What follows belongs to an exercise in optimizing a design on an open flow for small area and a short achievable clock period; a production flow would make more cautious choices. Function was checked by simulation only, so behaviour that the tests miss may differ from the original. No activity file was given, so power comes from the tool's default toggle rates.

<file path="flow/design.v">
module cpu_top_level(clk,rst,r0,r1,r2,r3,r4,r5,r6,r7,
                     imem_addr,imem_data,dmem_addr,dmem_wdata,dmem_we,dmem_rdata);
    input clk,rst;
    output [15:0] r0,r1,r2,r3,r4,r5,r6,r7;
    output [15:0] imem_addr;
    input [15:0] imem_data;
    output [15:0] dmem_addr,dmem_wdata;
    output dmem_we;
    input [15:0] dmem_rdata;
    reg [15:0] pc;                        
    reg [15:0] rf1,rf2,rf3,rf4,rf5,rf6,rf7;
    reg        cflag, zflag;
    reg [15:0] ir_id, pc2_id;
    reg [15:0] ir_rr, pc2_rr;
    reg        cancel_rr;
    reg [3:0]  op_ex;
    reg [2:0]  dest_ex;
    reg [8:0]  imm_ex;
    reg [15:0] pc2_ex, a_ex, b_ex, tgt_ex;
    reg        wr_ex, we_ex, memop_ex, invb_ex, usec_ex, cin1_ex, nand_ex, kill_ex;
    reg [15:0] res_mem, sd_mem;
    reg        carry_mem;
    reg [2:0]  dest_mem;
    reg        wr_mem, fwd_mem, we_mem, lw_mem, cwr_mem, zwr_mem, cc_mem, zc_mem;
    reg [15:0] res_wb;
    reg        carry_wb;
    reg [2:0]  dest_wb;
    reg        wr_wb, fwd_wb, cwr_wb, zwr_wb, cc_wb, zc_wb;
    assign r0 = pc; assign r1 = rf1; assign r2 = rf2; assign r3 = rf3;
    assign r4 = rf4; assign r5 = rf5; assign r6 = rf6; assign r7 = rf7;
    assign imem_addr = pc;
    wire ex_br   = (op_ex == 4'b1000) | (op_ex == 4'b1001) | (op_ex == 4'b1010);
    wire ex_jal  = (op_ex == 4'b1100);
    wire ex_jlr  = (op_ex == 4'b1101);
    wire ex_jri  = (op_ex == 4'b1111);
    wire ex_lli  = (op_ex == 4'b0011);
    wire ex_lw   = (op_ex == 4'b0100);
    wire flush   = ex_br | ex_jal | ex_jlr | ex_jri;
    wire [15:0] ain = memop_ex ? {{10{imm_ex[5]}}, imm_ex[5:0]} : a_ex;
    wire [15:0] bx  = b_ex ^ {16{invb_ex}};
    wire        cin = usec_ex ? carry_mem : cin1_ex;
    wire [16:0] sum = {1'b0, ain} + {1'b0, bx} + {16'b0, cin};
    wire [15:0] alu = nand_ex ? ~(ain & ~b_ex) : sum[15:0];
    wire        carry_ex = ~kill_ex & (nand_ex | (sum[16] ^ invb_ex));
    wire [15:0] res_ex = kill_ex ? 16'd0 : (ex_jal | ex_jlr) ? pc2_ex :
                         ex_lli ? {7'b0, imm_ex} : alu;
    wire [15:0] target = (ex_br | ex_jal) ? tgt_ex :
                         ex_jlr ? b_ex : alu;
    wire [3:0] op_rr = ir_rr[15:12];
    wire [2:0] fn_rr = ir_rr[2:0];
    wire [2:0] ra = ir_rr[11:9];
    wire [2:0] rb = ir_rr[8:6];
    wire rr_nz   = |ir_rr;
    wire rr_add  = (op_rr == 4'b0001);
    wire rr_nand = (op_rr == 4'b0010);
    wire rr_br   = (op_rr == 4'b1000) | (op_rr == 4'b1001) | (op_rr == 4'b1010);
    wire rr_dwr  = ((op_rr == 4'b0000) & rr_nz) | rr_add | (op_rr == 4'b0100) |
                   (op_rr == 4'b0011) | (op_rr == 4'b1100) | (op_rr == 4'b1101) |
                   (rr_nand & (fn_rr[1:0] != 2'b11));
    wire rr_dwe  = (op_rr == 4'b0101);
    wire [2:0] dest_rr = (rr_add | rr_nand) ? ir_rr[5:3] :
                         (op_rr == 4'b0000) ? ir_rr[8:6] : ir_rr[11:9];
    wire ex_fwd  = wr_ex & ~ex_lli;
    wire freeze  = wr_ex & ex_lw & ((dest_ex == ra) | (dest_ex == rb));
    wire [15:0] mem_val = lw_mem ? dmem_rdata : res_mem;
    reg [15:0] rf_a, rf_b;
    always @(*) begin
        case (ra)
            3'd0: rf_a = pc;  3'd1: rf_a = rf1; 3'd2: rf_a = rf2; 3'd3: rf_a = rf3;
            3'd4: rf_a = rf4; 3'd5: rf_a = rf5; 3'd6: rf_a = rf6; default: rf_a = rf7;
        endcase
        case (rb)
            3'd0: rf_b = pc;  3'd1: rf_b = rf1; 3'd2: rf_b = rf2; 3'd3: rf_b = rf3;
            3'd4: rf_b = rf4; 3'd5: rf_b = rf5; 3'd6: rf_b = rf6; default: rf_b = rf7;
        endcase
    end
    wire [15:0] a_old = (fwd_mem & (dest_mem == ra)) ? mem_val :
                        (fwd_wb  & (dest_wb  == ra)) ? res_wb : rf_a;
    wire [15:0] b_old = (fwd_mem & (dest_mem == rb)) ? mem_val :
                        (fwd_wb  & (dest_wb  == rb)) ? res_wb : rf_b;
    wire hit_a = ex_fwd & (dest_ex == ra);
    wire hit_b = ex_fwd & (dest_ex == rb);
    wire [14:0] off_rr = (op_rr == 4'b1100) ? {{6{ir_rr[8]}}, ir_rr[8:0]} : {{9{ir_rr[5]}}, ir_rr[5:0]};
    wire [14:0] tgt_hi = pc2_rr[15:1] + off_rr - 15'd1;
    wire b_imm6 = (op_rr == 4'b0000);
    wire b_imm9 = (op_rr == 4'b1111);
    wire [15:0] a_next = hit_a ? res_ex : a_old;
    wire [15:0] b_next = b_imm6 ? {{10{ir_rr[5]}}, ir_rr[5:0]} :
                         b_imm9 ? {{6{ir_rr[8]}}, ir_rr[8:0], 1'b0} :
                         hit_b ? res_ex : b_old;
    wire wb_wr = wr_wb & (~cc_wb | cflag) & (~zc_wb | zflag);
    wire [15:0] rf_wd = res_wb & {16{~rst}};
    wire [7:0]  rf_we = {8{rst}} | ({8{wb_wr}} & (8'd1 << dest_wb));
    wire [15:0] pc2_if = {pc[15:1] + 15'd1, pc[0]};
    wire clr_ex = rst | freeze;
    always @(posedge clk) begin
        if (rst) pc <= 16'd0;
        else if (!freeze) pc <= flush ? target : pc2_if;
        else if (wb_wr && dest_wb == 3'd0) pc <= res_wb;
        if (rf_we[1]) rf1 <= rf_wd;
        if (rf_we[2]) rf2 <= rf_wd;
        if (rf_we[3]) rf3 <= rf_wd;
        if (rf_we[4]) rf4 <= rf_wd;
        if (rf_we[5]) rf5 <= rf_wd;
        if (rf_we[6]) rf6 <= rf_wd;
        if (rf_we[7]) rf7 <= rf_wd;
        if (cwr_wb) cflag <= carry_wb;
        if (zwr_wb) zflag <= ~|res_wb;
        if (rst) ir_id <= 16'd0;
        else if (!freeze) ir_id <= flush ? 16'd0 : imem_data;
        if (!freeze) pc2_id <= pc2_if;
        if (rst) ir_rr <= 16'd0;
        else if (!freeze) ir_rr <= ir_id;
        if (!freeze) begin
            pc2_rr <= pc2_id;
            cancel_rr <= flush;
        end
        kill_ex <= clr_ex;
        if (clr_ex) begin
            op_ex <= 4'd0; wr_ex <= 1'b0; we_ex <= 1'b0;
        end else begin
            op_ex <= op_rr;
            wr_ex <= rr_dwr & ~cancel_rr & ~flush;
            we_ex <= rr_dwe & ~cancel_rr & ~flush;
        end
        begin
            memop_ex <= (op_rr == 4'b0100) | (op_rr == 4'b0101);
            invb_ex <= (rr_add & fn_rr[2]) | rr_br;
            usec_ex <= rr_add & (fn_rr[1:0] == 2'b11);
            cin1_ex <= rr_br;
            nand_ex <= rr_nand & fn_rr[2] & (fn_rr[1:0] != 2'b11);
            a_ex <= a_next;
            b_ex <= b_next;
        end
        dest_ex <= dest_rr;
        imm_ex <= ir_rr[8:0];
        pc2_ex <= pc2_rr;
        tgt_ex <= {tgt_hi, pc2_rr[0]};
        res_mem <= res_ex;
        sd_mem <= a_ex;
        carry_mem <= carry_ex;
        dest_mem <= dest_ex;
        lw_mem <= ex_lw;
        cwr_mem <= (op_ex == 4'b0000) | (op_ex == 4'b0001);
        zwr_mem <= (op_ex == 4'b0000) | (op_ex == 4'b0001) | (op_ex == 4'b0010) | ex_lw;
        cc_mem <= ((op_ex == 4'b0001) | (op_ex == 4'b0010)) & (imm_ex[1:0] == 2'b10);
        zc_mem <= ((op_ex == 4'b0001) | (op_ex == 4'b0010)) & (imm_ex[1:0] == 2'b01);
        if (rst) begin
            wr_mem <= 1'b0; fwd_mem <= 1'b0; we_mem <= 1'b0;
        end else begin
            wr_mem <= wr_ex; fwd_mem <= ex_fwd; we_mem <= we_ex;
        end
        res_wb <= mem_val;
        carry_wb <= carry_mem;
        dest_wb <= dest_mem;
        cwr_wb <= cwr_mem; zwr_wb <= zwr_mem; cc_wb <= cc_mem; zc_wb <= zc_mem;
        if (rst) begin
            wr_wb <= 1'b0; fwd_wb <= 1'b0;
        end else begin
            wr_wb <= wr_mem; fwd_wb <= fwd_mem;
        end
    end
    assign dmem_addr = res_mem;
    assign dmem_wdata = sd_mem;
    assign dmem_we = we_mem;
endmodule
</file>
<file path="flow/flow/run.sh">
#!/bin/bash
# Standard ORFS layout, with the smallest buffer cell on the ports.
set -euo pipefail
bash standard.sh "BUFFER_PORTS_ARGS=-buffer_cell sky130_fd_sc_hd__buf_1" finish > standard.log 2>&1
</file>
<file path="flow/standard.sh">
#!/bin/bash
# synth_recipe.tcl (not shown) runs the flow's synth.tcl, then flattens the netlist and writes it again
# the make line also repeats each setting of config.mk as NAME=value (left out here)
make -C /OpenROAD-flow-scripts/flow DESIGN_CONFIG=/design/flow/config.mk WORK_HOME=/design/flow/orfs CLKGATE_MAP_FILE= SYNTH_SCRIPT=/design/flow/synth_recipe.tcl "${@:-finish}"
</file>
<file path="flow/config.mk">
export PLATFORM = sky130hd
export DESIGN_NAME = cpu_top_level
export DESIGN_NICKNAME = cpu_top_level
export VERILOG_FILES = /design/flow/design.v
export SDC_FILE = /design/flow/constraint.sdc
export NUM_CORES = 4
export LEC_CHECK = 0
export CAP_MARGIN = 20
export CORE_MARGIN = 2
export CORE_UTILIZATION = 40
export PLACE_DENSITY = 0.6
export SETUP_SLACK_MARGIN = 4
export SLEW_MARGIN = 20
</file>
<file path="flow/constraint.sdc">
create_clock -name core_clock -period 7.0 [get_ports {clk}]
set_input_delay 1.4000 -clock core_clock [delete_from_list [all_inputs] [get_ports {clk}]]
set_output_delay 1.4000 -clock core_clock [all_outputs]
set_load 0.01 [all_outputs]
</file>
==> impl_results.md, run 1 <==
* Die Height at 210 um
* Final Skew at 25.5 ps
* Post-synthesis sequential area ratio at 0.500
* Vias in the first global route at 13.7k
* Core box area at 41900 um^2
* Relative slew margins at 0.223
* Slew Limit Fails at 0
* Status: no timing/DRC/antenna violations
* VDD IR max at 0.000224 V
* Post-route DRC at 0
* Finished Cell Area at 19900 um^2
* Max Clk Rate at 332 MHz
* Area delta synth->final at 17.1%
* Layout fillers at 3954
* Final hold vios at 0
* Register-to-register setup slack at 4050 ps
* Syn_area_per_cell at 10.1 um^2
* Antenna violations before repair at 0
* Cells after DPL at 2334
* Flops & latches, synth at 352
* Cells on worst reg2reg path at 11
* CP Data Required Time at 5600 ps
* Std cell rows at 75
* I/O Pins at 211
* Clock sink total at 352
* Tmin final at 3010 ps
* Setup TNS at 0 ps
* Max clock buf depth at 3
* Slew @ Worst Pin at 1160 ps
* DR WL/cell at 26.4 um
* Largest net degree at the start of global routing at 71
* Worst Hold End: cwr_wb
* Worst Hold Class: reg2reg
* H-tree depth at 2
* Post-Synthesis Cells at 1691
* Syn_nets at 1771
* Final GP Congestion at 0.988
* Total Routing Usage GR at 0.283
* Hpwl dp at 47000 um
* DRT antenna net count at 0
* Endpoint type of the worst setup path: output pin
* Dominant synthesized flop cell: dfxtp_1
* Worst skew pair latency at 570 ps
* Worst path cell trace: buf_1
* Crit Path Category: reg2out
* Via density at 6.04
* R2r startpoint: usec_ex
* First-pass GRT wire length at 92100 um
* Pleak at 0.00752 uW
* Critical path's top delay family: flip-flops
* Reg-to-Reg End: b_ex[14]
* CP Max Fanout at 9
* Commonest non-fill, non-tap cell in the layout: buf_1
* Synthesized area at 17000 um^2
* WP buf/inv at 1
* Worst stage delay on the critical path at 820 ps
* Total gr overflow at 0
* Routed wire length at 64000 um
* Placed inst area at 18200 um^2
* Non-Filler Instances at 2424
* Die Area at 44200 um^2
* Yosys warnings at 1
* Buffers added on ports at 210
* Die Width at 210 um
* Hold_sp: cwr_mem
* Most frequent cells in the layout: 209 x buf_1, 188 x dfxtp_1, 153 x nand2_1, 147 x edfxtp_1, 130 x a21oi_1
* Pre-Repair DR Iteration Count at 6
* Layout cells sized above 1 at 0.131
* Critical Path AT at 1610 ps
* Final period utilization at 0.430
* EDFF count, synth at 147
* DR iter-0 viols at 1874
* # setup viols final at 0
* Starting Density at 0.406
* Final nets at 1933
* Clock Pin Slew Worst Setup and Hold Paths at 60 ps
* Number of buffers created by CTS at 39
* Async S/R FF share, synth at 0
* Max cap viols at 0
* CP max-delay cell: dfxtp_1
* Vias at 14.6k
* Unique masters post-synth at 79
* Hold Path Depth at 0
* Power density over the cells at 316 nW/um^2
* CTS tree: done
* CP Launch Type: register
* Root Driver: clkbuf_16
* Tot Pwr at 6300 uW
* RSZ-0062 raised after global routing: true
## final cells by class
cell class              instances  area (um^2)  area share
diodes                          1         2.50    0.000125
clock buffers                  54         1120      0.0561
clock inverters                18          164     0.00822
inverters                     100          375      0.0188
multi-input cells            1113         7930       0.397
flip-flops and latches        352         8550       0.429
well taps                     539          674      0.0338
repair buffers                247         1130      0.0567
## flip-flops by register name, summed over array words and instances, names as in the netlist, 4 cells and up
register and cells:
res_mem 16, rf5 16, b_ex 16, ir_rr 16, rf7 16, tgt_ex 16
op_ex 4, imm_ex 9, rf4 16, res_wb 16, rf3 16, pc2_id 16
rf1 16, rf2 16, sd_mem 16, rf6 16, pc 16, pc2_ex 15
ir_id 16, pc2_rr 16, a_ex 16
## metrics by stage
| step | utilization | hold WS (ps) | setup WS [ps] |
|---|---|---|---|
| 2_1_floorplan | - | 310 | 3970 |
| 3_3_place_gp | 0.432 | 312 | 3190 |
| 3_5_place_dp | 0.433 | 312 | 3170 |
| 4_1_cts | 0.468 | 323 | 3990 |
| 5_1_grt | 0.475 | 333 | 3890 |
| 6_report | 0.475 | 326 | 3990 |
## cells in the mapped netlist, types with 8 or more instances
library cell  instances  area (um^2)
and3_1               14         87.6
a211oi_1             26          195
a21oi_1             136          681
buf_1                10         37.5
clkbuf_1             66          248
xor2_1               39          342
mux2i_1              37          370
buf_4                17          128
dfxtp_1             205         4100
a22oi_1              26          195
o21ai_1              13         65.1
a311oi_1              8         70.1
nor2_1               94          353
ha_1                 43          538
a31oi_1              14         87.6
o31ai_1               8         60.1
xnor2_1              31          272
nor4_1                8         50.1
nand2b_1             13         81.3
a221oi_1             34          298
edfxtp_1            147         4410
buf_2                34          170
o221ai_1             12          105
o211ai_1             32          240
nand3b_1              8         60.1
o21ai_0              71          355
nor3_1               16         80.1
a21o_1               10         75.1
a221o_1              10          100
mux4_2               13          293
nand3_1              38          190
nand4_1              11         68.8
nand2_1             155          582
inv_1                97          364
mux2_2               39          439
o22ai_1              25          156
a22o_1                9         78.8
o21a_1                9         67.6
nor2b_1              33          206
## cell families after synthesis
logic type	count (synthesis)	share of synthesized area
XOR/XNOR	70	0.0360
adder cells (fa/ha/maj)	46	0.0351
flip-flops	352	0.500
AND/OR/NAND/NOR	425	0.120
AO/OA/AOI/OAI	481	0.187
buffers and inverters	227	0.0563
multiplexers	90	0.0654
## per-layer routing
metal  track usage  part of all wire  up-vias
li1              -                 -     6510
met2         0.425              0.44      919
met3        0.0575              0.10      159
met5             0                 0        -
met4         0.121             0.048        0
met1         0.395              0.41     7044
## worst max-delay path by stage
stage,start,endpoint,slack (ps),cells after the start
floorplan,memop_ex,b_ex[14],3970,12
global placement,invb_ex,b_ex[4],3190,11
detailed placement,invb_ex,b_ex[4],3170,11
CTS,memop_ex,b_ex[14],3990,11
global route,memop_ex,a_ex[15],3890,12
finish,pc[2],r0[2],3990,1
## power breakdown
part           leakage [uW]  switching, uW  internal, uW
clock              0.000645            865          1200
combinational       0.00361            875           541
sequential          0.00327            342          2480
total               0.00752           2080          4220
## repair_timing
item	in CTS	in global routing
hold endpoints to repair	0	0
pin swaps	4	9
resized for setup	33	67
setup buffers	13	3
setup endpoints to repair	120	40
cloned	0	1
hold buffers	0	0
==> run 2, diff against run 1 <==
==> flow/flow/run.sh (replaced) <==
#!/bin/bash
# Standard ORFS layout, with the smallest buffer cell on the ports and a clock tree
# of fewer, larger leaf clusters.
set -euo pipefail
bash standard.sh "BUFFER_PORTS_ARGS=-buffer_cell sky130_fd_sc_hd__buf_1" \
  "CTS_ARGS=-sink_clustering_enable -repair_clock_nets -buf_list sky130_fd_sc_hd__clkbuf_16 -sink_clustering_size 30 -sink_clustering_max_diameter 100 -dont_use_dummy_load" \
  finish > standard.log 2>&1
--- a/flow/config.mk
+++ b/flow/config.mk
@@ -10,4 +10,4 @@
 export CORE_UTILIZATION = 40
 export PLACE_DENSITY = 0.6
-export SETUP_SLACK_MARGIN = 4
+export SETUP_SLACK_MARGIN = 4.3
 export SLEW_MARGIN = 20
==> run 2 against run 1 <==
Compared with the run above:
- routed wire length increased by 2.5%
- core utilization is 0.19 points higher
- total power shrank 13%
- highest routed layer unchanged
- hold slack gained 12 ps
- critical path type is now reg2reg
- global-route usage grew 0.23 points
- design area grew 0.41%
- sequential power is essentially flat
- critical path depth increased by 10
- first-iteration DRC count increased by 4.9%
- sequential share of layout area increased by 0.18 points
- still clean
==> impl_results.md, run 2 <==
* Final nets at 1947 (was 1933)
* Clock Pin Slew Worst Setup and Hold Paths at 120 ps (was 60 ps)
* Post-route DRC at 0 (unchanged)
* Synthesized area at 17000 um^2 (unchanged)
* Endpoint type of the worst setup path: register (was output pin)
* Slew Limit Fails at 0 (unchanged)
* Layout fillers at 3892 (was 3954)
* Relative slew margins at 0.208 (was 0.223)
* Core box area at 41900 um^2 (unchanged)
* Max clock buf depth at 3 (unchanged)
* Max cap viols at 0 (unchanged)
* Async S/R FF share, synth at 0 (unchanged)
* Status: no timing/DRC/antenna violations (unchanged)
* Final Skew at 46.6 ps (was 25.5 ps)
* Share of Yosys cell area claimed by the top area cell type at 0.259 (unchanged)
* Die Width at 210 um (unchanged)
* Antenna violations before repair at 0 (unchanged)
* Via density at 6.20 (was 6.04)
* Post-Synthesis Cells at 1691 (unchanged)
* Final GP Congestion at 0.997 (was 0.988)
* Unique masters post-synth at 79 (unchanged)
* CTS tree: done (unchanged)
* Synth area leader: edfxtp_1 (unchanged)
* Commonest non-fill, non-tap cell in the layout: buf_1 (unchanged)
* CP Data Required Time at 7380 ps (was 5600 ps)
* Total Routing Usage GR at 0.285 (was 0.283)
* Total inserted antenna cells at 0 (was 1)
* DRT antenna net count at 0 (unchanged)
* Slew @ Worst Pin at 1190 ps (was 1160 ps)
* Starting Density at 0.406 (unchanged)
* Most common cell in the synthesized netlist: dfxtp_1 (unchanged)
* CP Launch Type: register (unchanged)
* First-pass GRT wire length at 93400 um (was 92100 um)
* Area contributors post-synth: edfxtp_1 26%, dfxtp_1 24%, a21oi_1 4.0% (unchanged)
* Flops & latches, synth at 352 (unchanged)
* RSZ-0062 raised after global routing: true (unchanged)
* CP Max Fanout at 6 (was 9)
* Cts hold-fix bufs at 0 (unchanged)
* Die Height at 210 um (unchanged)
* Total gr overflow at 0 (unchanged)
* Finished Cell Area at 20000 um^2 (was 19900 um^2)
* Synth cell count leaders: 205 x dfxtp_1, 155 x nand2_1, 147 x edfxtp_1 (unchanged)
* EDFF count, synth at 147 (unchanged)
* Tmin final at 3060 ps (was 3010 ps)
* Vias at 14.9k (was 14.6k)
* Syn_area_per_cell at 10.1 um^2 (unchanged)
* Buffers added on ports at 210 (unchanged)
* Worst skew pair latency at 540 ps (was 570 ps)
* Root Driver: clkbuf_16 (unchanged)
* Critical Path AT at 3440 ps (was 1610 ps)
* Pre-Repair DR Iteration Count at 8 (was 6)
* Crit Path Category: reg2reg (was reg2out)
* I/O Pins at 211 (unchanged)
* Setup TNS at 0 ps (unchanged)
* Hpwl dp at 47300 um (was 47000 um)
* H-tree depth at 1 (was 2)
* Dominant synthesized flop cell: dfxtp_1 (unchanged)
* Final hold vios at 0 (unchanged)
* Worst Hold Class: reg2reg (unchanged)
* Final period utilization at 0.438 (was 0.430)
* Yosys warnings at 1 (unchanged)
* Routed wire length at 65600 um (was 64000 um)
* DR iter-0 viols at 1965 (was 1874)
* Placed inst area at 18200 um^2 (about the same)
* Clock sink total at 352 (unchanged)
* Die Area at 44200 um^2 (unchanged)
* Pleak at 0.00736 uW (was 0.00752 uW)
* Post-synthesis sequential area ratio at 0.500 (unchanged)
* Syn_nets at 1771 (unchanged)
* # setup viols final at 0 (unchanged)
* Vias in the first global route at 13.8k (was 13.7k)
* Area delta synth->final at 17.6% (was 17.1%)
* Layout cells sized above 1 at 0.174 (was 0.131)
* Std cell rows at 75 (unchanged)
* DR WL/cell at 27.3 um (was 26.4 um)
* Most frequent cells in the layout: 209 x buf_1, 166 x dfxtp_1, 149 x nand2_1, 147 x edfxtp_1, 118 x a21oi_1 (was 209 x buf_1, 188 x dfxtp_1, 153 x nand2_1, 147 x edfxtp_1, 130 x a21oi_1)
* VDD IR max at 0.000131 V (was 0.000224 V)
* Max Clk Rate at 326 MHz (was 332 MHz)
* Largest net degree at the start of global routing at 72 (was 71)
* Power density over the cells at 275 nW/um^2 (was 316 nW/um^2)
* Number of buffers created by CTS at 16 (was 39)
==> run 2: layout make-up <==
cell class | count | area (um^2) | area share
clock buffer | 16 | 400 | 0.0200
timing repair buffer | 285 | 1530 | 0.0762
tap | 539 | 674 | 0.0337
inverter | 100 | 388 | 0.0194
multi-input combinational | 1112 | 8420 | 0.420
sequential | 352 | 8620 | 0.430
==> run 2: final timing paths <==
path | startpoint | endpoint | slack [ps] | cells past startpoint
setup / recovery | memop_ex | b_ex[14] | 3940 | 11
hold / removal | cwr_mem | cwr_wb | 340 | 0
setup reg to reg | memop_ex | b_ex[14] | 3940 | 11
hold reg to reg | cwr_mem | cwr_wb | 340 | 0
==> run 2: worst max-delay path, stage by stage (launching register included) <==
cell and delay (ps):
dfxtp_4 430, mux2_4 330, fa_2 360, inv_2 70, fa_2 220, nor2b_2 60
o21ai_2 160, a31o_4 210, a221oi_4 80, or4b_1 480, and3_4 200, a221o_1 310
==> run 2: metal layers <==
layer	track usage	up-vias	routed length, um	part of all wire
li1	-	6507	-	-
met1	0.396	7247	26500	0.40
met2	0.437	990	28700	0.44
met3	0.0514	172	6920	0.11
met4	0.121	0	3570	0.054
met5	0	-	0	0
==> run 2: cells by family after synthesis <==
group,after synthesis,synth area share
compound gates,481,0.187
xor+xnor,70,0.0360
fa+ha+maj,46,0.0351
buf+inv,227,0.0563
flops,352,0.500
mux,90,0.0654
simple gates,425,0.120
==> run 2: repair_timing <==
item / 4_1_cts / 5_1_grt
hold endpoints to repair: 0 / 0
gates resized for setup: 100 / 141
pin swaps: 24 / 57
cloned: 2 / 0
setup buffers: 25 / 30
endpoints found under the setup margin: 260 / 184
==> run 2: where the power goes <==
| group | switching, uW | total (uW) | internal [uW] |
|---|---|---|---|
| combinational | 964 | 1630 | 664 |
| clock | 633 | 1050 | 415 |
| sequential | 355 | 2830 | 2470 |
| total | 1950 | 5500 | 3550 |
==> run 2: metrics by stage <==
step                utilization  power (uW)  hold slack, ps  worst slack (ps)  instances
floorplan                     -        3570             310              4040       1691
global placement          0.433        4150             316              3170       2331
detailed placement        0.433        4150             314              3230       2331
CTS                       0.457        5260             340              3970       2374
global route              0.477        5720             343              3880       2404
finish                    0.477        5500             338              3940       2404
==> run 3, diff against run 2 <==
--- a/flow/config.mk
+++ b/flow/config.mk
@@ -10,4 +10,4 @@
 export CORE_UTILIZATION = 40
 export PLACE_DENSITY = 0.6
-export SETUP_SLACK_MARGIN = 4.3
+export SETUP_SLACK_MARGIN = 3.6
 export SLEW_MARGIN = 20
==> run 3 against run 2 <==
Compared with the run above:
- total power down 5.3%
- clock skew is 1.1 ps lower
- count of clock-buffer cells in the layout did not move
- final cell count is 1.7% lower
- die area did not move
- core utilization shrank 3.1 points
- via count decreased by 2.8%
- critical endpoint is now b_ex[5]
- largest cell class unchanged
- largest power group unchanged
==> impl_results.md, run 3 <==
* Status: no timing/DRC/antenna violations (unchanged)
* R2r startpoint: op_ex[1] (was memop_ex)
* Tot Pwr at 5210 uW (was 5500 uW)
* Max clock buf depth at 3 (unchanged)
* Starting Density at 0.406 (unchanged)
* CP Launch Type: register (unchanged)
* Core box area at 41900 um^2 (unchanged)
* Pre-Repair DR Iteration Count at 5 (was 8)
* Die Width at 210 um (unchanged)
* Hold_ws at 342 ps (was 338 ps)
* Worst path cell trace: nand4bb_1 > nand3_1 > inv_1 > nor2_1 > o211ai_1 > o211ai_1 (was mux2_4 > fa_2 > inv_2 > fa_2 > nor2b_2 > o21ai_2 > a31o_4 > a221oi_4 > or4b_1 > and3_4 > a221o_1)
* Endpoint type of the worst setup path: register (unchanged)
* Cts hold-fix bufs at 0 (unchanged)
* DRT antenna net count at 0 (unchanged)
* EDFF count, synth at 147 (unchanged)
* Final Skew at 45.5 ps (was 46.6 ps)
* Syn_area_per_cell at 10.1 um^2 (unchanged)
* Buffers added on ports at 210 (unchanged)
* Flops & latches, synth at 352 (unchanged)
* Pleak at 0.00697 uW (was 0.00736 uW)
* Adder-cell area share of the yosys netlist at 0.0351 (unchanged)
* Post-synthesis sequential area ratio at 0.500 (unchanged)
* Post-Synthesis Cells at 1691 (unchanged)
* Synth cell count leaders: 205 x dfxtp_1, 155 x nand2_1, 147 x edfxtp_1 (unchanged)
* Hpwl dp at 46700 um (was 47300 um)
* Routed wire length at 62900 um (was 65600 um)
* Unique masters post-synth at 79 (unchanged)
* VDD IR max at 0.000159 V (was 0.000131 V)
* Synthesized area at 17000 um^2 (unchanged)
* Vias in the first global route at 13.2k (was 13.8k)
* Worst skew pair latency at 540 ps (about the same)
* Slew @ Worst Pin at 1140 ps (was 1190 ps)
* Area delta synth->final at 9.94% (was 17.6%)
* Final hold vios at 0 (unchanged)
* I/O Pins at 211 (unchanged)
* Layout fillers at 4005 (was 3892)
* DR WL/cell at 26.6 um (was 27.3 um)
* Largest net degree at the start of global routing at 67 (was 72)
* CP max-delay cell: dfxtp_1 (was or4b_1)
* WP buf/inv at 1 (unchanged)
* Dominant synthesized flop cell: dfxtp_1 (unchanged)
* First-pass GRT wire length at 91200 um (was 93400 um)
* Async S/R FF share, synth at 0 (unchanged)
* Most frequent cells in the layout: 209 x buf_1, 198 x dfxtp_1, 155 x nand2_1, 147 x edfxtp_1, 135 x a21oi_1 (was 209 x buf_1, 166 x dfxtp_1, 149 x nand2_1, 147 x edfxtp_1, 118 x a21oi_1)
* Crit Path Category: reg2reg (unchanged)
* Final period utilization at 0.484 (was 0.438)
* Reg-to-Reg End: b_ex[5] (was b_ex[14])
* Post-route DRC at 0 (unchanged)
* CP Data Required Time at 7450 ps (was 7380 ps)
* Register-to-register setup slack at 3610 ps (was 3940 ps)
* Commonest non-fill, non-tap cell in the layout: buf_1 (unchanged)
* Number of buffers created by CTS at 16 (unchanged)
* Vias at 14.5k (was 14.9k)
* Worst stage delay on the critical path at 970 ps (was 480 ps)
* Most frequent cell on the critical path: o211ai_1 (was fa_2)
* RSZ-0062 raised after global routing: true (unchanged)
* Max cap viols at 0 (unchanged)
* Critical Path AT at 3840 ps (was 3440 ps)
* Die Height at 210 um (unchanged)
* Std cell rows at 75 (unchanged)
* Tmin final at 3390 ps (was 3060 ps)
* Max Clk Rate at 295 MHz (was 326 MHz)
* Synth area leader: edfxtp_1 (unchanged)
* Post-Synth XOR/XNOR Area at 0.0360 (unchanged)
* Setup TNS at 0 ps (unchanged)
* Root Driver: clkbuf_16 (unchanged)
* Worst Hold End: cc_wb (was cwr_wb)
* Syn_nets at 1771 (unchanged)
* Via density at 6.14 (was 6.20)
* H-tree depth at 1 (unchanged)
* Layout cells sized above 1 at 0.0768 (was 0.174)
* Cells on worst reg2reg path at 6 (was 11)
* Critical path's top delay family: simple AND/OR/NAND/NOR gates (was compound AO/OA/AOI/OAI gates)
* Yosys warnings at 1 (unchanged)
* Total Routing Usage GR at 0.278 (was 0.285)
* Total inserted antenna cells at 0 (unchanged)
* Footprint of the multi-input gates at 7680 um^2 (was 8420 um^2)
* CP Max Fanout at 19 (was 6)
* Die Area at 44200 um^2 (unchanged)
* CTS tree: done (unchanged)
* Share of Yosys cell area claimed by the top area cell type at 0.259 (unchanged)
* # setup viols final at 0 (unchanged)
* Synth Area in Simple Gates at 0.120 (unchanged)
* Synth Area in Compound Gates at 0.187 (unchanged)
* Final core occ at 0.446 (was 0.477)
* Clock sink total at 352 (unchanged)
* Hold_sp: cc_mem (was cwr_mem)
* Area contributors post-synth: edfxtp_1 26%, dfxtp_1 24%, a21oi_1 4.0% (unchanged)
* Most common cell in the synthesized netlist: dfxtp_1 (unchanged)
* Clock Pin Slew Worst Setup and Hold Paths at 120 ps (about the same)
* Largest family of logic cells by synthesized area: compound AO/OA/AOI/OAI gates (unchanged)
* Final nets at 1905 (was 1947)
* Total gr overflow at 0 (unchanged)
* Antenna violations before repair at 1 (was 0)
* Slew Limit Fails at 0 (unchanged)
* Hold Path Depth at 0 (unchanged)
* Final GP Congestion at 0.953 (was 0.997)
* Power density over the cells at 278 nW/um^2 (was 275 nW/um^2)
* Sequential cell area at 8530 um^2 (was 8620 um^2)
* Worst Hold Class: reg2reg (unchanged)
* Non-Filler Instances at 2362 (was 2404)
* Relative slew margins at 0.242 (was 0.208)
* Mux contribution to synthesized area at 0.0654 (unchanged)
* Cells after DPL at 2336 (was 2331)
* DR iter-0 viols at 1660 (was 1965)
## run 3: layout make-up
type,instances,share of cell area
Clock buffer,16,0.0214
Inverter,100,0.0200
Timing Repair Buffer,243,0.0566
Tap cell,539,0.0360
Sequential cell,352,0.456
Multi-Input combinational cell,1112,0.410
## run 3: report_power, final
group          total [uW]  internal [uW]  switching (uW)
clock network        1050            416             639
registers            2800           2470             331
logic                1350            507             845
## run 3: timing repair
item	in CTS	in global routing
gates resized for setup	8	6
buffers inserted	0	7
pin swaps	0	1
hold endpoints to repair	0	0
endpoints found under the setup margin	38	27
## run 3: worst reg2reg max path, cell delays in order (launching register included)
cell	delay (ps)
dfxtp_1	970
nand4bb_1	610
nand3_1	560
inv_1	190
nor2_1	560
o211ai_1	260
o211ai_1	160
## run 3: layer usage
metal  share of wire  routed length, um  track usage
met5               0                  0            0
met4           0.040               2510       0.0981
met3            0.10               6400       0.0374
met2            0.44              27900        0.429
met1            0.42              26100        0.400
## run 3: cell families after synthesis
family,Yosys count
buf+inv,227
compound gates,481
xor+xnor,70
fa+ha+maj,46
flops,352
simple gates,425
mux,90
## run 3: worst max-delay path by stage
stage	from	endpoint	slack, ps	depth (start not counted)
2_1_floorplan	invb_ex	b_ex[14]	3790	11
5_1_grt	memop_ex	a_ex[15]	3600	10
3_3_place_gp	invb_ex	b_ex[14]	3350	11
4_1_cts	ir_rr[8]	b_ex[13]	3630	8
3_5_place_dp	memop_ex	a_ex[9]	3240	10
6_report	op_ex[1]	b_ex[5]	3610	6
## run 3: metrics by stage
stage / instance area [um^2] / setup WS (ps)
final: 18700 / 3610
after global routing: 18700 / 3600
after CTS: 18600 / 3630
after detailed placement: 18200 / 3240
after global placement: 18200 / 3350
after floorplan: 17000 / 3790
==> run 4, diff against run 3 <==
--- a/flow/config.mk
+++ b/flow/config.mk
@@ -10,4 +10,4 @@
 export CORE_UTILIZATION = 40
 export PLACE_DENSITY = 0.6
-export SETUP_SLACK_MARGIN = 3.6
+export SETUP_SLACK_MARGIN = 4
 export SLEW_MARGIN = 20
==> run 4 against run 3 <==
Compared with the run above:
- largest power group unchanged
- clock skew up 26 ps
- critical endpoint is now pc[15]
- count of clock-buffer cells in the layout up 1
- sequential power about the same
- core utilization up 0.78 points
==> impl_results.md, run 4 <==
* CP Launch Type: register (unchanged)
* RSZ-0062 raised after global routing: true (unchanged)
* Relative slew margins at 0.210 (was 0.242)
* Crit Path Category: reg2reg (unchanged)
* Routed met2 length at 27900 um (about the same)
* Post-synthesis sequential area ratio at 0.500 (unchanged)
* Die Height at 210 um (unchanged)
* DR iter-0 viols at 1909 (was 1660)
* Final period utilization at 0.426 (was 0.484)
* Die Width at 210 um (unchanged)
* Synthesized area at 17000 um^2 (unchanged)
* Worst skew pair latency at 550 ps (was 540 ps)
* Slew @ Worst Pin at 1180 ps (was 1140 ps)
* Dominant synthesized flop cell: dfxtp_1 (unchanged)
* Antenna violations before repair at 1 (unchanged)
* Total gr overflow at 0 (unchanged)
* Clock Pin Slew Worst Setup and Hold Paths at 120 ps (about the same)
* Status: no timing/DRC/antenna violations (unchanged)
* H-tree depth at 1 (unchanged)
* Largest net degree at the start of global routing at 71 (was 67)
* Setup ws final at 4020 ps (was 3610 ps)
* DR WL/cell at 26.8 um (was 26.6 um)
* VDD IR max at 0.000171 V (was 0.000159 V)
* Adder-cell area share of the yosys netlist at 0.0351 (unchanged)
* Sequential cell area at 8560 um^2 (was 8530 um^2)
* CP Data Required Time at 7400 ps (was 7450 ps)
* Starting Density at 0.406 (unchanged)
* I/O Pins at 211 (unchanged)
* Most common cell in the synthesized netlist: dfxtp_1 (unchanged)
* Pre-Repair DR Iteration Count at 5 (unchanged)
* Root Driver: clkbuf_16 (unchanged)
* EDFF count, synth at 147 (unchanged)
* CTS tree: done (unchanged)
* Final hold vios at 0 (unchanged)
* DRT antenna net count at 0 (unchanged)
* Synth cell count leaders: 205 x dfxtp_1, 155 x nand2_1, 147 x edfxtp_1 (unchanged)
* Dpl ws at 3170 ps (was 3240 ps)
* Unique masters post-synth at 79 (unchanged)
* Syn_area_per_cell at 10.1 um^2 (unchanged)
* Layout cells sized above 1 at 0.109 (was 0.0768)
* Uppermost layer routed: met4 (unchanged)
* Buffers added on ports at 210 (unchanged)
* Final GP Congestion at 0.988 (was 0.953)
* Flops & latches, synth at 352 (unchanged)
* Via density at 6.14 (about the same)
* Largest family of logic cells by synthesized area: compound AO/OA/AOI/OAI gates (unchanged)
* Final Skew at 71.6 ps (was 45.5 ps)
* Worst stage delay on the critical path at 390 ps (was 970 ps)
* First-pass GRT wire length at 91300 um (was 91200 um)
* Post-Synth XOR/XNOR Area at 0.0360 (unchanged)
* Synth area leader: edfxtp_1 (unchanged)
* Pleak at 0.00707 uW (was 0.00697 uW)
* Tmin final at 2980 ps (was 3390 ps)
* Area contributors post-synth: edfxtp_1 26%, dfxtp_1 24%, a21oi_1 4.0% (unchanged)
* Share of Yosys cell area claimed by the top area cell type at 0.259 (unchanged)
* Tot Pwr at 5310 uW (was 5210 uW)
* Layout fillers at 4037 (was 4005)
* Setup TNS at 0 ps (unchanged)
* Vias at 14.6k (was 14.5k)
* Total Routing Usage GR at 0.278 (about the same)
* Worst Hold Class: reg2reg (unchanged)
* Async S/R FF share, synth at 0 (unchanged)
* Commonest non-fill, non-tap cell in the layout: buf_1 (unchanged)
* Slew Limit Fails at 0 (unchanged)
* Max clock buf depth at 3 (unchanged)
* Most frequent cells in the layout: 209 x buf_1, 183 x dfxtp_1, 153 x nand2_1, 147 x edfxtp_1, 129 x a21oi_1 (was 209 x buf_1, 198 x dfxtp_1, 155 x nand2_1, 147 x edfxtp_1, 135 x a21oi_1)
* Synth Area in Compound Gates at 0.187 (unchanged)
* Hold_ws at 337 ps (was 342 ps)
* Endpoint type of the worst setup path: register (unchanged)
* Area delta synth->final at 11.9% (was 9.94%)
* Critical Path AT at 3380 ps (was 3840 ps)
* Syn_nets at 1771 (unchanged)
* Clock sink total at 352 (unchanged)
* Die Area at 44200 um^2 (unchanged)
* Hpwl dp at 47000 um (was 46700 um)
* Power density over the cells at 279 nW/um^2 (was 278 nW/um^2)
* Std cell rows at 75 (unchanged)
* Footprint of the multi-input gates at 7880 um^2 (was 7680 um^2)
* Number of buffers created by CTS at 17 (was 16)
* Post-Synthesis Cells at 1691 (unchanged)
* Worst path cell trace: buf_4 > buf_4 > xor2_1 > ha_1 > a21oi_1 > o21ai_0 > a221oi_1 > o31ai_2 > xor2_1 > o221ai_1 > o311ai_1 (was nand4bb_1 > nand3_1 > inv_1 > nor2_1 > o211ai_1 > o211ai_1)
* Max cap viols at 0 (unchanged)
* Final nets at 1912 (was 1905)
* CP max-delay cell: ha_1 (was dfxtp_1)
* Vias in the first global route at 13.5k (was 13.2k)
* Met3 routed WL at 6210 um (was 6400 um)
* Yosys warnings at 1 (unchanged)
* Max Clk Rate at 336 MHz (was 295 MHz)
* Core box area at 41900 um^2 (unchanged)
* CP Max Fanout at 10 (was 19)
* Wl on met1 at 26500 um (was 26100 um)
* Mux contribution to synthesized area at 0.0654 (unchanged)
* Cts hold-fix bufs at 0 (unchanged)
* # setup viols final at 0 (unchanged)
* Post-route DRC at 0 (unchanged)
* Routed wire length at 63700 um (was 62900 um)
* Synth Area in Simple Gates at 0.120 (unchanged)
[run 4: cell families after synthesis]
kind of cell,after synthesis
flops,352
buf+inv,227
simple gates,425
xor+xnor,70
mux,90
fa+ha+maj,46
compound gates,481
[run 4: layout make-up]
| cell class | instances | share of cell area |
|---|---|---|
| multi-input combinational | 1113 | 0.414 |
| clock buffer | 17 | 0.0223 |
| timing repair buffer | 248 | 0.0594 |
| sequential | 352 | 0.449 |
| inverter | 100 | 0.0197 |
| antenna | 2 | 0.000263 |
| tap | 539 | 0.0354 |
[run 4: critical path, delay by kind of cell (launching register included)]
family	cells	cell delay, ps
AO/OA/AOI/OAI	6	1260
XOR/XNOR	2	510
adder cells (fa/ha/maj)	1	390
flip-flops	1	370
buffers and inverters	2	360
[run 4: stage by stage]
step	instances	utilization	cell area, um^2
2_1_floorplan	1691	-	17000
3_3_place_gp	2332	0.432	18100
3_5_place_dp	2334	0.433	18200
4_1_cts	2364	0.448	18800
5_1_grt	2369	0.454	19000
6_report	2371	0.454	19100
[run 4: worst paths after layout]
| path | slack, ps | cells past startpoint | start | endpoint |
|---|---|---|---|---|
| max | 4020 | 11 | invb_ex | pc[15] |
| min | 340 | 0 | cwr_mem | cwr_wb |
| max reg2reg | 4020 | 11 | invb_ex | pc[15] |
| min reg2reg | 340 | 0 | cwr_mem | cwr_wb |
[run 4: where the power goes]
| part | total [uW] | switching, uW | internal [uW] |
|---|---|---|---|
| registers | 2820 | 341 | 2470 |
| logic | 1410 | 877 | 536 |
| clock network | 1080 | 641 | 439 |
[run 4: metal layers]
layer,up-vias,global-route usage
met5,-,0
met4,0,0.115
met3,142,0.0465
met2,904,0.424
met1,7079,0.392
li1,6439,-
[run 4: what timing repair did]
action,CTS,global route
setup buffers,13,4
gates resized for setup,38,60
cloned,0,1
endpoints found under the hold margin,0,0
setup endpoints to repair,121,43
pin swaps,5,10
==> run 5, diff against run 4 <==
==> flow/flow/run.sh (replaced) <==
#!/bin/bash
# Standard ORFS layout, with the smallest buffer cell on the ports and a clock tree
# of fewer, larger leaf clusters.
set -euo pipefail
bash standard.sh "BUFFER_PORTS_ARGS=-buffer_cell sky130_fd_sc_hd__buf_1" \
  "CTS_ARGS=-sink_clustering_enable -repair_clock_nets -buf_list sky130_fd_sc_hd__clkbuf_16 -sink_clustering_size 24 -sink_clustering_max_diameter 100 -dont_use_dummy_load" \
  finish > standard.log 2>&1
==> run 5 against run 4 <==
Compared with the run above:
- die area stayed put
- register-to-register slack hardly changed
- sequential power hardly changed
- critical path depth is 10 lower
- still clean
- design area is 0.68% higher
- critical path type is now reg2out
- routed wire length is 0.22% lower
- largest cell class unchanged
- clock skew is 0.61 ps lower
- global-route usage hardly changed
- via count is 0.71% lower
- critical endpoint is now r0[2]
- count of clock-buffer cells in the layout is 2 higher
- area after synthesis stayed put
==> impl_results.md, run 5 <==
* Cells on worst reg2reg path at 11 (unchanged)
* Synthesized area at 17000 um^2 (unchanged)
* Synth cell count leaders: 205 x dfxtp_1, 155 x nand2_1, 147 x edfxtp_1 (unchanged)
* Worst path cell trace: buf_1 (was buf_4 > buf_4 > xor2_1 > ha_1 > a21oi_1 > o21ai_0 > a221oi_1 > o31ai_2 > xor2_1 > o221ai_1 > o311ai_1)
* CP Launch Type: register (unchanged)
* Flops & latches, synth at 352 (unchanged)
* Worst skew pair latency at 560 ps (was 550 ps)
* Antenna violations before repair at 0 (was 1)
* Worst stage delay on the critical path at 850 ps (was 390 ps)
* Setup TNS at 0 ps (unchanged)
* Register-to-register setup slack at 4010 ps (was 4020 ps)
* Async S/R FF share, synth at 0 (unchanged)
* Total Routing Usage GR at 0.278 (about the same)
* First-pass GRT wire length at 91200 um (was 91300 um)
* Core box area at 41900 um^2 (unchanged)
* Die Height at 210 um (unchanged)
* Max clock buf depth at 3 (unchanged)
* Layout cells sized above 1 at 0.115 (was 0.109)
* CP max-delay cell: dfxtp_1 (was ha_1)
* Critical path's top delay family: flip-flops (was compound AO/OA/AOI/OAI gates)
* Die Width at 210 um (unchanged)
* Post-synthesis sequential area ratio at 0.500 (unchanged)
* Max cap viols at 0 (unchanged)
* Slew Limit Fails at 0 (unchanged)
* Starting Density at 0.406 (unchanged)
* CP Max Fanout at 9 (was 10)
* Endpoint type of the worst setup path: output pin (was register)
* Die Area at 44200 um^2 (unchanged)
* Buffers added on ports at 210 (unchanged)
* Status: no timing/DRC/antenna violations (unchanged)
* Vias in the first global route at 13.5k (about the same)
* R2r startpoint: memop_ex (was invb_ex)
* Max Clk Rate at 330 MHz (was 336 MHz)
* Power density over the cells at 282 nW/um^2 (was 279 nW/um^2)
* Final Skew at 71.0 ps (was 71.6 ps)
* Area delta synth->final at 12.6% (was 11.9%)
* Final GP Congestion at 0.988 (unchanged)
* Most frequent cells in the layout: 209 x buf_1, 187 x dfxtp_1, 153 x nand2_1, 147 x edfxtp_1, 129 x a21oi_1 (was 209 x buf_1, 183 x dfxtp_1, 153 x nand2_1, 147 x edfxtp_1, 129 x a21oi_1)
* Net Switching at 1890 uW (was 1860 uW)
* Clock Pin Slew Worst Setup and Hold Paths at 100 ps (was 120 ps)
* Post-Synthesis Cells at 1691 (unchanged)
* Reg-to-Reg End: b_ex[14] (was pc[15])
* Unique masters post-synth at 79 (unchanged)
* Area contributors post-synth: edfxtp_1 26%, dfxtp_1 24%, a21oi_1 4.0% (unchanged)
* Tmin final at 3030 ps (was 2980 ps)
* WP buf/inv at 1 (was 2)
* Via density at 6.09 (was 6.14)
* # setup viols final at 0 (unchanged)
* Total gr overflow at 0 (unchanged)
* Hold Path Depth at 0 (unchanged)
* Gate power share at 0.266 (about the same)
* Sequential share of power at 0.521 (was 0.530)
* Clk pwr share at 0.213 (was 0.203)
* Yosys warnings at 1 (unchanged)
* Share of Yosys cell area claimed by the top area cell type at 0.259 (unchanged)
* Critical Path AT at 1630 ps (was 3380 ps)
* Vias at 14.5k (was 14.6k)
* CTS tree: done (unchanged)
* VDD IR max at 0.000169 V (was 0.000171 V)
* Most common cell in the synthesized netlist: dfxtp_1 (unchanged)
* Final period utilization at 0.432 (was 0.426)
* Slew @ Worst Pin at 1180 ps (about the same)
* Dominant synthesized flop cell: dfxtp_1 (unchanged)
* Final hold vios at 0 (unchanged)
* Synth area leader: edfxtp_1 (unchanged)
* Worst Hold Class: reg2reg (unchanged)
* RSZ-0062 raised after global routing: true (unchanged)
* Pre-Repair DR Iteration Count at 6 (was 5)
* Crit Path Category: reg2out (was reg2reg)
* Std cell rows at 75 (unchanged)
* Hold_ws at 334 ps (was 337 ps)
* Post-route DRC at 0 (unchanged)
* CP Data Required Time at 5600 ps (was 7400 ps)
* EDFF count, synth at 147 (unchanged)
* Root Driver: clkbuf_16 (unchanged)
* Switching Share at 0.350 (about the same)
* Pleak at 0.00713 uW (was 0.00707 uW)
* Relative slew margins at 0.211 (was 0.210)
* Int Power at 3510 uW (was 3450 uW)
* Hold_sp: cwr_mem (unchanged)
* Routed wire length at 63500 um (was 63700 um)
* Final core occ at 0.457 (was 0.454)
* Hpwl dp at 47000 um (unchanged)
* Commonest non-fill, non-tap cell in the layout: buf_1 (unchanged)
* Largest net degree at the start of global routing at 71 (unchanged)
* DRT antenna net count at 0 (unchanged)
* Clock sink total at 352 (unchanged)
* Syn_nets at 1771 (unchanged)
* H-tree depth at 1 (unchanged)
* I/O Pins at 211 (unchanged)
* Syn_area_per_cell at 10.1 um^2 (unchanged)
* DR WL/cell at 26.7 um (was 26.8 um)
* Number of buffers created by CTS at 19 (was 17)
* Worst Hold End: cwr_wb (unchanged)
* Final nets at 1917 (was 1912)
* DR iter-0 viols at 1930 (was 1909)
==> run 5: cell counts after synthesis <==
Identical to the previous run, type by type.
==> run 5: cell families (layout without fill, tap and decap cells) <==
logic type | Yosys count | after routing | synth area share
adders and majority gates | 46 | 46 | 0.0351
xor gates and xnor gates | 70 | 70 | 0.0360
other | 0 | 1 | 0
DFF | 352 | 352 | 0.500
buffers and inverters | 227 | 370 | 0.0563
muxes | 90 | 90 | 0.0654
and+or+nand+nor | 425 | 425 | 0.120
AOI/OAI and AO/OA | 481 | 482 | 0.187
==> run 5: timing repair <==
item / in CTS / in global routing
pin swaps: 4 / 12
hold endpoints to repair: 0 / 0
setup buffers: 12 / 8
resized for setup: 33 / 78
hold buffers: 0 / 0
gates cloned: 0 / 1
endpoints found under the setup margin: 120 / 44
==> run 5: layer usage <==
layer  GRT usage  part of all wire  wire, um  vias up
li1            -                 -         -     6448
met1       0.392              0.42     26400     7006
met2       0.422              0.44     27800      871
met3      0.0462             0.097      6140      135
met4       0.120             0.050      3180        0
met5           0                 0         0        -
==> run 5: worst max-delay path by stage <==
stage,start,depth (start not counted),to,slack [ps]
2_1_floorplan,memop_ex,12,b_ex[14],3970
3_3_place_gp,invb_ex,11,b_ex[4],3190
3_5_place_dp,invb_ex,11,b_ex[4],3170
4_1_cts,memop_ex,11,b_ex[14],3940
5_1_grt,usec_ex,11,a_ex[9],3920
6_report,pc[2],1,r0[2],3970
==> run 5: power by group through the flow <==
stage               sequential [uW]  combinational (uW)  clock, uW
floorplan                      2730                 834          0
global placement               2850                1290          0
detailed placement             2850                1300          0
CTS                            2800                1330       1160
global route                   2830                1550       1220
finish                         2820                1440       1150
==> run 5: stage by stage <==
step	instance area, um^2	std cells	total power [uW]	worst slack, ps
final	19200	2375	5410	3970
after global routing	19200	2374	5600	3920
after CTS	18800	2365	5300	3940
after detailed placement	18200	2334	4140	3170
after global placement	18100	2332	4140	3190
after floorplan	17000	1691	3560	3970
==> run 5: cell type report <==
class	instances	area, um^2
Sequential cell	352	8550
Multi-Input combinational cell	1113	7940
Inverter	100	375
Tap cell	539	674
Fill cell	4017	22800
Antenna cell	1	2.50
Timing Repair Buffer	251	1160
Clock buffer	19	475
==> run 6, diff against run 5 <==
--- a/flow/config.mk
+++ b/flow/config.mk
@@ -12,2 +12,3 @@
 export SETUP_SLACK_MARGIN = 4
 export SLEW_MARGIN = 20
+export TNS_END_PERCENT = 20
==> run 6 against run 5 <==
Compared with the run above:
- still clean
- non-clock buffer count is 8 lower
- clock skew is 3.1 ps lower
- area after synthesis stayed put
- routed wire length is 0.15% lower
- hold slack worse by 0.92 ps
- worst setup slack worse by 36 ps
- register-to-register slack worse by 70 ps
- core utilization is 0.39 points lower
- fmax is 1.2% lower
- count of clock-buffer cells in the layout stayed put
- total power is 0.81% lower
- first-iteration DRC count is 3.8% higher
- largest cell class unchanged
==> impl_results.md, run 6 <==
* Register-to-register setup slack at 3940 ps (was 4010 ps)
* R2r startpoint: memop_ex (unchanged)
* CP Launch Type: register (unchanged)
* Hold_sp: cwr_mem (unchanged)
* Worst Hold End: cwr_wb (unchanged)
* # setup viols final at 0 (unchanged)
* Number of buffers created by CTS at 19 (unchanged)
* Final nets at 1909 (was 1917)
* Power density over the cells at 282 nW/um^2 (about the same)
* Slew @ Worst Pin at 1210 ps (was 1180 ps)
* Hold_ws at 333 ps (was 334 ps)
* Clk pwr share at 0.214 (was 0.213)
* DRT antenna net count at 0 (unchanged)
* Antenna violations before repair at 0 (unchanged)
* Most common cell in the synthesized netlist: dfxtp_1 (unchanged)
* I/O Pins at 211 (unchanged)
* Hpwl dp at 47000 um (unchanged)
* Root Driver: clkbuf_16 (unchanged)
* Int Power at 3490 uW (was 3510 uW)
* Crit Path Category: reg2reg (was reg2out)
* Starting Density at 0.406 (unchanged)
* Routed wire length at 63400 um (was 63500 um)
* Pleak at 0.00706 uW (was 0.00713 uW)
* CTS tree: done (unchanged)
* Total Routing Usage GR at 0.278 (unchanged)
* Core box area at 41900 um^2 (unchanged)
* Commonest non-fill, non-tap cell in the layout: buf_1 (unchanged)
* Worst Hold Class: reg2reg (unchanged)
* Flops & latches, synth at 352 (unchanged)
* Post-route DRC at 0 (unchanged)
* Max cap viols at 0 (unchanged)
* Gate power share at 0.261 (was 0.266)
* Final period utilization at 0.437 (was 0.432)
* Post-synthesis sequential area ratio at 0.500 (unchanged)
* Worst skew pair latency at 550 ps (was 560 ps)
* Finished Cell Area at 19000 um^2 (was 19200 um^2)
* DR WL/cell at 26.8 um (was 26.7 um)
* EDFF count, synth at 147 (unchanged)
* Reg-to-Reg End: b_ex[14] (unchanged)
* Hold Path Depth at 0 (unchanged)
* Die Area at 44200 um^2 (unchanged)
* Post-Synthesis Cells at 1691 (unchanged)
* Relative slew margins at 0.189 (was 0.211)
* Vias in the first global route at 13.5k (unchanged)
* Setup TNS at 0 ps (unchanged)
* Via density at 6.10 (was 6.09)
* Status: no timing/DRC/antenna violations (unchanged)
* Tot Pwr at 5360 uW (was 5410 uW)
* Layout cells sized above 1 at 0.0991 (was 0.115)
* Critical Path AT at 3470 ps (was 1630 ps)
* Synthesized area at 17000 um^2 (unchanged)
* Area delta synth->final at 11.7% (was 12.6%)
* Syn_nets at 1771 (unchanged)
* Largest net degree at the start of global routing at 71 (unchanged)
* Clock sink total at 352 (unchanged)
* Synth area leader: edfxtp_1 (unchanged)
* Std cell rows at 75 (unchanged)
* Final GP Congestion at 0.988 (unchanged)
* Final hold vios at 0 (unchanged)
* Endpoint type of the worst setup path: register (was output pin)
* Synth cell count leaders: 205 x dfxtp_1, 155 x nand2_1, 147 x edfxtp_1 (unchanged)
* Max clock buf depth at 3 (unchanged)
* Cells on worst reg2reg path at 10 (was 11)
* Yosys warnings at 1 (unchanged)
* First-pass GRT wire length at 91200 um (unchanged)
* Switching Share at 0.349 (was 0.350)
* Placed inst area at 18200 um^2 (unchanged)
* Sequential share of power at 0.525 (was 0.521)
* CP Data Required Time at 7410 ps (was 5600 ps)
* Layout fillers at 4035 (was 4017)
* Unique masters post-synth at 79 (unchanged)
* Die Width at 210 um (unchanged)
* Pre-Repair DR Iteration Count at 6 (unchanged)
* Vias at 14.5k (about the same)
* Share of Yosys cell area claimed by the top area cell type at 0.259 (unchanged)
* Tmin final at 3060 ps (was 3030 ps)
* Max Clk Rate at 327 MHz (was 330 MHz)
* Slew Limit Fails at 0 (unchanged)
* RSZ-0062 raised after global routing: true (unchanged)
* Total gr overflow at 0 (unchanged)
* Most frequent cells in the layout: 209 x buf_1, 191 x dfxtp_1, 153 x nand2_1, 147 x edfxtp_1, 131 x a21oi_1 (was 209 x buf_1, 187 x dfxtp_1, 153 x nand2_1, 147 x edfxtp_1, 129 x a21oi_1)
* Net Switching at 1870 uW (was 1890 uW)
* Die Height at 210 um (unchanged)
* CP Max Fanout at 11 (was 9)
* Syn_area_per_cell at 10.1 um^2 (unchanged)
* Area contributors post-synth: edfxtp_1 26%, dfxtp_1 24%, a21oi_1 4.0% (unchanged)
* Final Skew at 67.9 ps (was 71.0 ps)
* H-tree depth at 1 (unchanged)
* DR iter-0 viols at 2003 (was 1930)
* Buffers added on ports at 210 (unchanged)
* VDD IR max at 0.000169 V (about the same)
* Dominant synthesized flop cell: dfxtp_1 (unchanged)
* Clock Pin Slew Worst Setup and Hold Paths at 110 ps (was 100 ps)
* Async S/R FF share, synth at 0 (unchanged)
==> run 6: metrics by stage <==
stage	worst slack, ps	utilization	std cells
floorplan	3970	-	1691
global placement	3190	0.432	2332
detailed placement	3170	0.433	2334
CTS	3940	0.449	2365
global route	3860	0.453	2366
finish	3940	0.453	2368
==> run 6: worst max-delay path: stages, from the launching register on <==
cell	delay, ps
dfxtp_4	370
buf_4	140
buf_4	170
o21ai_1	230
ha_1	340
a21oi_1	340
a31o_4	230
a221oi_2	80
or4b_1	480
and3_4	220
a221o_1	330
==> run 6: area by class of cell <==
class | count | area (um^2) | share of cell area
Timing Repair Buffer | 243 | 1100 | 0.0578
Tap cell | 539 | 674 | 0.0355
Multi-Input combinational cell | 1113 | 7850 | 0.413
Clock buffer | 19 | 475 | 0.0250
Sequential cell | 352 | 8540 | 0.449
Antenna cell | 2 | 5.00 | 0.000263
Inverter | 100 | 375 | 0.0197
==> run 6: cells by family (layout without fill, tap and decap cells) <==
kind of cell / after synthesis / count (layout) / synth area share
buffers and inverters: 227 / 362 / 0.0563
other: 0 / 2 / 0
and+or+nand+nor: 425 / 425 / 0.120
muxes: 90 / 90 / 0.0654
AOI/OAI and AO/OA: 481 / 482 / 0.187
adders and majority gates: 46 / 46 / 0.0351
DFF: 352 / 352 / 0.500
xor gates and xnor gates: 70 / 70 / 0.0360
==> run 6: per-layer routing <==
metal,global-route usage,share of wire,up-vias
li1,-,-,6423
met1,0.392,0.42,7029
met5,0,0,-
met4,0.120,0.053,0
met3,0.0462,0.092,150
met2,0.422,0.43,853
==> run 6: power by group through the flow <==
stage | sequential [uW] | combinational (uW) | clock, uW
6_report | 2820 | 1400 | 1150
5_1_grt | 2830 | 1510 | 1220
4_1_cts | 2800 | 1330 | 1160
3_5_place_dp | 2850 | 1300 | 0
3_3_place_gp | 2850 | 1290 | 0
2_1_floorplan | 2730 | 834 | 0
==> run 6: worst max path at each step <==
| stage | slack (ps) | cells past startpoint | end | startpoint |
|---|---|---|---|---|
| global route | 3860 | 12 | pc[12] | b_ex[0] |
| floorplan | 3970 | 12 | b_ex[14] | memop_ex |
| detailed placement | 3170 | 11 | b_ex[4] | invb_ex |
| CTS | 3940 | 11 | b_ex[14] | memop_ex |
| finish | 3940 | 10 | b_ex[14] | memop_ex |
| global placement | 3190 | 11 | b_ex[4] | invb_ex |
==> run 6: timing repair <==
action / 4_1_cts / 5_1_grt
hold buffers: 0 / 0
pin swaps: 4 / 5
gates cloned: 0 / 1
resized for setup: 32 / 46
setup buffers: 12 / 0
endpoints found under the setup margin: 120 / 44
==> run 7, diff against run 6 <==
--- a/flow/config.mk
+++ b/flow/config.mk
@@ -9,4 +9,5 @@
 export CORE_MARGIN = 2
 export CORE_UTILIZATION = 40
+export GPL_TIMING_DRIVEN = 0
 export PLACE_DENSITY = 0.6
 export SETUP_SLACK_MARGIN = 4
==> run 7 against run 6 <==
Compared with the run above:
- still clean
- non-clock buffer count grew 136
- core utilization up 2.7 points
- global-route usage grew 3.5 points
- via count grew 6.6%
- hold slack better by 3.1 ps
- sequential power about the same
- die area unchanged
- clock power barely moved
- final cell count is 5.7% higher
- critical path type is now reg2out
==> impl_results.md, run 7 <==
* First-pass GRT wire length at 100000 um (was 91200 um)
* Hpwl dp at 54600 um (was 47000 um)
* Vias at 15.4k (was 14.5k)
* DR WL/cell at 28.5 um (was 26.8 um)
* Post-route DRC at 0 (unchanged)
* Die Height at 210 um (unchanged)
* EDFF count, synth at 147 (unchanged)
* R2r startpoint: memop_ex (unchanged)
* Finished Cell Area at 20100 um^2 (was 19000 um^2)
* WP buf/inv at 2 (unchanged)
* CP Data Required Time at 5600 ps (was 7410 ps)
* Slew Limit Fails at 0 (unchanged)
* Power density over the cells at 277 nW/um^2 (was 282 nW/um^2)
* Placed inst area at 18700 um^2 (was 18200 um^2)
* I/O Pins at 211 (unchanged)
* Core box area at 41900 um^2 (unchanged)
* Hold_sp: cc_mem (was cwr_mem)
* Uppermost layer routed: met5 (was met4)
* Cells after DPL at 2449 (was 2334)
* Tmin final at 3140 ps (was 3060 ps)
* Cts hold-fix bufs at 0 (unchanged)
* Critical Path AT at 1740 ps (was 3470 ps)
* Pleak at 0.00760 uW (was 0.00706 uW)
* Max clock buf depth at 3 (unchanged)
* Final Skew at 59.4 ps (was 67.9 ps)
* CP Launch Type: register (unchanged)
* Final hold vios at 0 (unchanged)
* Endpoint type of the worst setup path: output pin (was register)
* Final core occ at 0.480 (was 0.453)
* DR iter-0 viols at 2223 (was 2003)
* Buffers added on ports at 209 (was 210)
* Yosys warnings at 1 (unchanged)
* CTS tree: done (unchanged)
* Pre-Repair DR Iteration Count at 6 (unchanged)
* Antenna violations before repair at 2 (was 0)
* Area contributors post-synth: edfxtp_1 26%, dfxtp_1 24%, a21oi_1 4.0% (unchanged)
* Layout fillers at 3992 (was 4035)
* Max Clk Rate at 319 MHz (was 327 MHz)
* Non-Filler Instances at 2502 (was 2368)
* Largest net degree at the start of global routing at 31 (was 71)
* H-tree depth at 1 (unchanged)
* Via density at 6.16 (was 6.10)
* Worst path cell trace: buf_4 > buf_1 (was buf_4 > buf_4 > o21ai_1 > ha_1 > a21oi_1 > a31o_4 > a221oi_2 > or4b_1 > and3_4 > a221o_1)
* # setup viols final at 0 (unchanged)
* Most common cell in the synthesized netlist: dfxtp_1 (unchanged)
* Register-to-register setup slack at 3870 ps (was 3940 ps)
* Post-Synthesis Cells at 1691 (unchanged)
* Synth area leader: edfxtp_1 (unchanged)
* Std cell rows at 75 (unchanged)
* Relative slew margins at 0.203 (was 0.189)
* Status: no timing/DRC/antenna violations (unchanged)
* VDD IR max at 0.000182 V (was 0.000169 V)
* DRT antenna net count at 0 (unchanged)
* Max cap viols at 0 (unchanged)
* Dpl ws at 2930 ps (was 3170 ps)
* Layout cells sized above 1 at 0.143 (was 0.0991)
* CP Launch Point: pc[5] (was memop_ex)
* Root Driver: clkbuf_16 (unchanged)
* Routed wire length at 71300 um (was 63400 um)
* Number of buffers created by CTS at 19 (unchanged)
* Post-synthesis sequential area ratio at 0.500 (unchanged)
* Vias in the first global route at 14.4k (was 13.5k)
* Flops & latches, synth at 352 (unchanged)
* Die Width at 210 um (unchanged)
* RSZ-0062 raised after global routing: true (unchanged)
* Setup ws final at 3860 ps (was 3940 ps)
* Starting Density at 0.406 (unchanged)
* Synth cell count leaders: 205 x dfxtp_1, 155 x nand2_1, 147 x edfxtp_1 (unchanged)
* Clock sink total at 352 (unchanged)
* Final period utilization at 0.448 (was 0.437)
* Commonest non-fill, non-tap cell in the layout: buf_1 (unchanged)
* Total gr overflow at 0 (unchanged)
* Syn_nets at 1771 (unchanged)
* Syn_area_per_cell at 10.1 um^2 (unchanged)
* Clock Pin Slew Worst Setup and Hold Paths at 110 ps (about the same)
* Die Area at 44200 um^2 (unchanged)
* Routed met2 length at 31000 um (was 27500 um)
* Async S/R FF share, synth at 0 (unchanged)
* Total Routing Usage GR at 0.313 (was 0.278)
* CP Max Fanout at 7 (was 11)
* Worst skew pair latency at 570 ps (was 550 ps)
* Crit Path Category: reg2out (was reg2reg)
* Dominant synthesized flop cell: dfxtp_1 (unchanged)
* Most frequent cells in the layout: 216 x buf_1, 197 x dfxtp_1, 153 x nand2_1, 147 x edfxtp_1, 126 x a21oi_1 (was 209 x buf_1, 191 x dfxtp_1, 153 x nand2_1, 147 x edfxtp_1, 131 x a21oi_1)
* Final nets at 2044 (was 1909)
* Setup TNS at 0 ps (unchanged)
* Final GP Congestion at 1.02 (was 0.988)
* CP max-delay cell: dfxtp_1 (was or4b_1)
* Unique masters post-synth at 79 (unchanged)
* Synthesized area at 17000 um^2 (unchanged)
* Critical path's top delay family: flip-flops (was compound AO/OA/AOI/OAI gates)
* Area delta synth->final at 18.3% (was 11.7%)
* Worst stage delay on the critical path at 830 ps (was 480 ps)
* Slew @ Worst Pin at 1190 ps (was 1210 ps)
* Met3 routed WL at 7400 um (was 5820 um)
* Wl on met1 at 29000 um (was 26800 um)
* Worst Hold Class: reg2reg (unchanged)
* Share of Yosys cell area claimed by the top area cell type at 0.259 (unchanged)
## run 7: cell counts after synthesis
No cell type changed its count.
## run 7: final timing paths
kind / endpoint / cells past startpoint
worst max-delay path: r0[5] / 2
worst max register to register: b_ex[14] / 12
worst min register to register: cc_wb / 0
worst min-delay path: cc_wb / 0
## run 7: cell families after synthesis
group | count (synthesis) | share of synthesized area
fa+ha+maj | 46 | 0.0351
flops | 352 | 0.500
compound gates | 481 | 0.187
buf+inv | 227 | 0.0563
mux | 90 | 0.0654
simple gates | 425 | 0.120
xor+xnor | 70 | 0.0360
## run 7: layer usage
layer / up-vias / GRT usage
li1: 6702 / -
met1: 7403 / 0.429
met2: 1084 / 0.484
met3: 214 / 0.0600
met4: 4 / 0.133
met5: - / 0
## run 7: area by class of cell
type,count,area [um^2],area share
Clock buffer,19,475,0.0236
Timing Repair Buffer,252,1190,0.0589
Tap cell,539,674,0.0335
Antenna cell,1,2.50,0.000124
Multi-Input combinational cell,1112,8190,0.406
Buffer,127,708,0.0352
Sequential cell,352,8540,0.424
Inverter,100,375,0.0186
## run 7: stage by stage
stage	power [uW]	hold WS [ps]
floorplan	3560	310
global placement	4180	314
detailed placement	4200	315
CTS	5420	336
global route	5780	342
finish	5590	336
## run 7: where the power goes
part           switching [uW]  total [uW]  internal [uW]
sequential                339        2810           2470
clock                     661        1150            487
combinational             983        1630            646
## run 7: timing repair
item                                    in CTS  in global routing
setup buffers                               14                 19
endpoints found under the setup margin     157                166
pin swaps                                   15                 27
resized for setup                           80                100

==> separate check: timing with driven ports <==
How much do the figures lean on ideal ports? The routed layouts below were timed once more, with nothing changed but the port constraints. Step 1: set_driving_cell puts a clkbuf_16 on clk and a buf_2 on each other input, an assumption about the parent block. Step 2, shift: input delay + t, output delay - t, t = (earliest + latest rising clock arrival at the registers) / 2. This alone moves slack from input paths to output paths. Three values: ideal ports, drivers, drivers and shift; two values: the first two.
run	t (ns)	setup slack, ns	worst setup path at the end	worst register clock-pin slew, ns
run 1	0.619	3.991 / 3.932 / 3.878	input to register	0.07 / 0.07
run 2	0.572	3.936 / 3.936 / 3.807	input to register	0.12 / 0.12
run 3	0.573	3.613 / 3.613 / 3.611	input to register	0.12 / 0.12
run 4	0.573	4.020 / 3.997 / 3.914	input to register	0.12 / 0.12
run 5	0.576	3.974 / 3.919 / 3.917	input to register	0.11 / 0.11
run 6	0.574	3.938 / 3.938 / 3.922	input to register	0.11 / 0.11
run 7	0.596	3.863 / 3.809 / 3.741	input to register	0.11 / 0.11
After both steps every run listed still meets setup and hold. For run 2, which loses most, drivers alone change the setup slack by 0.000 ns; drivers and shift together by -0.129 ns.
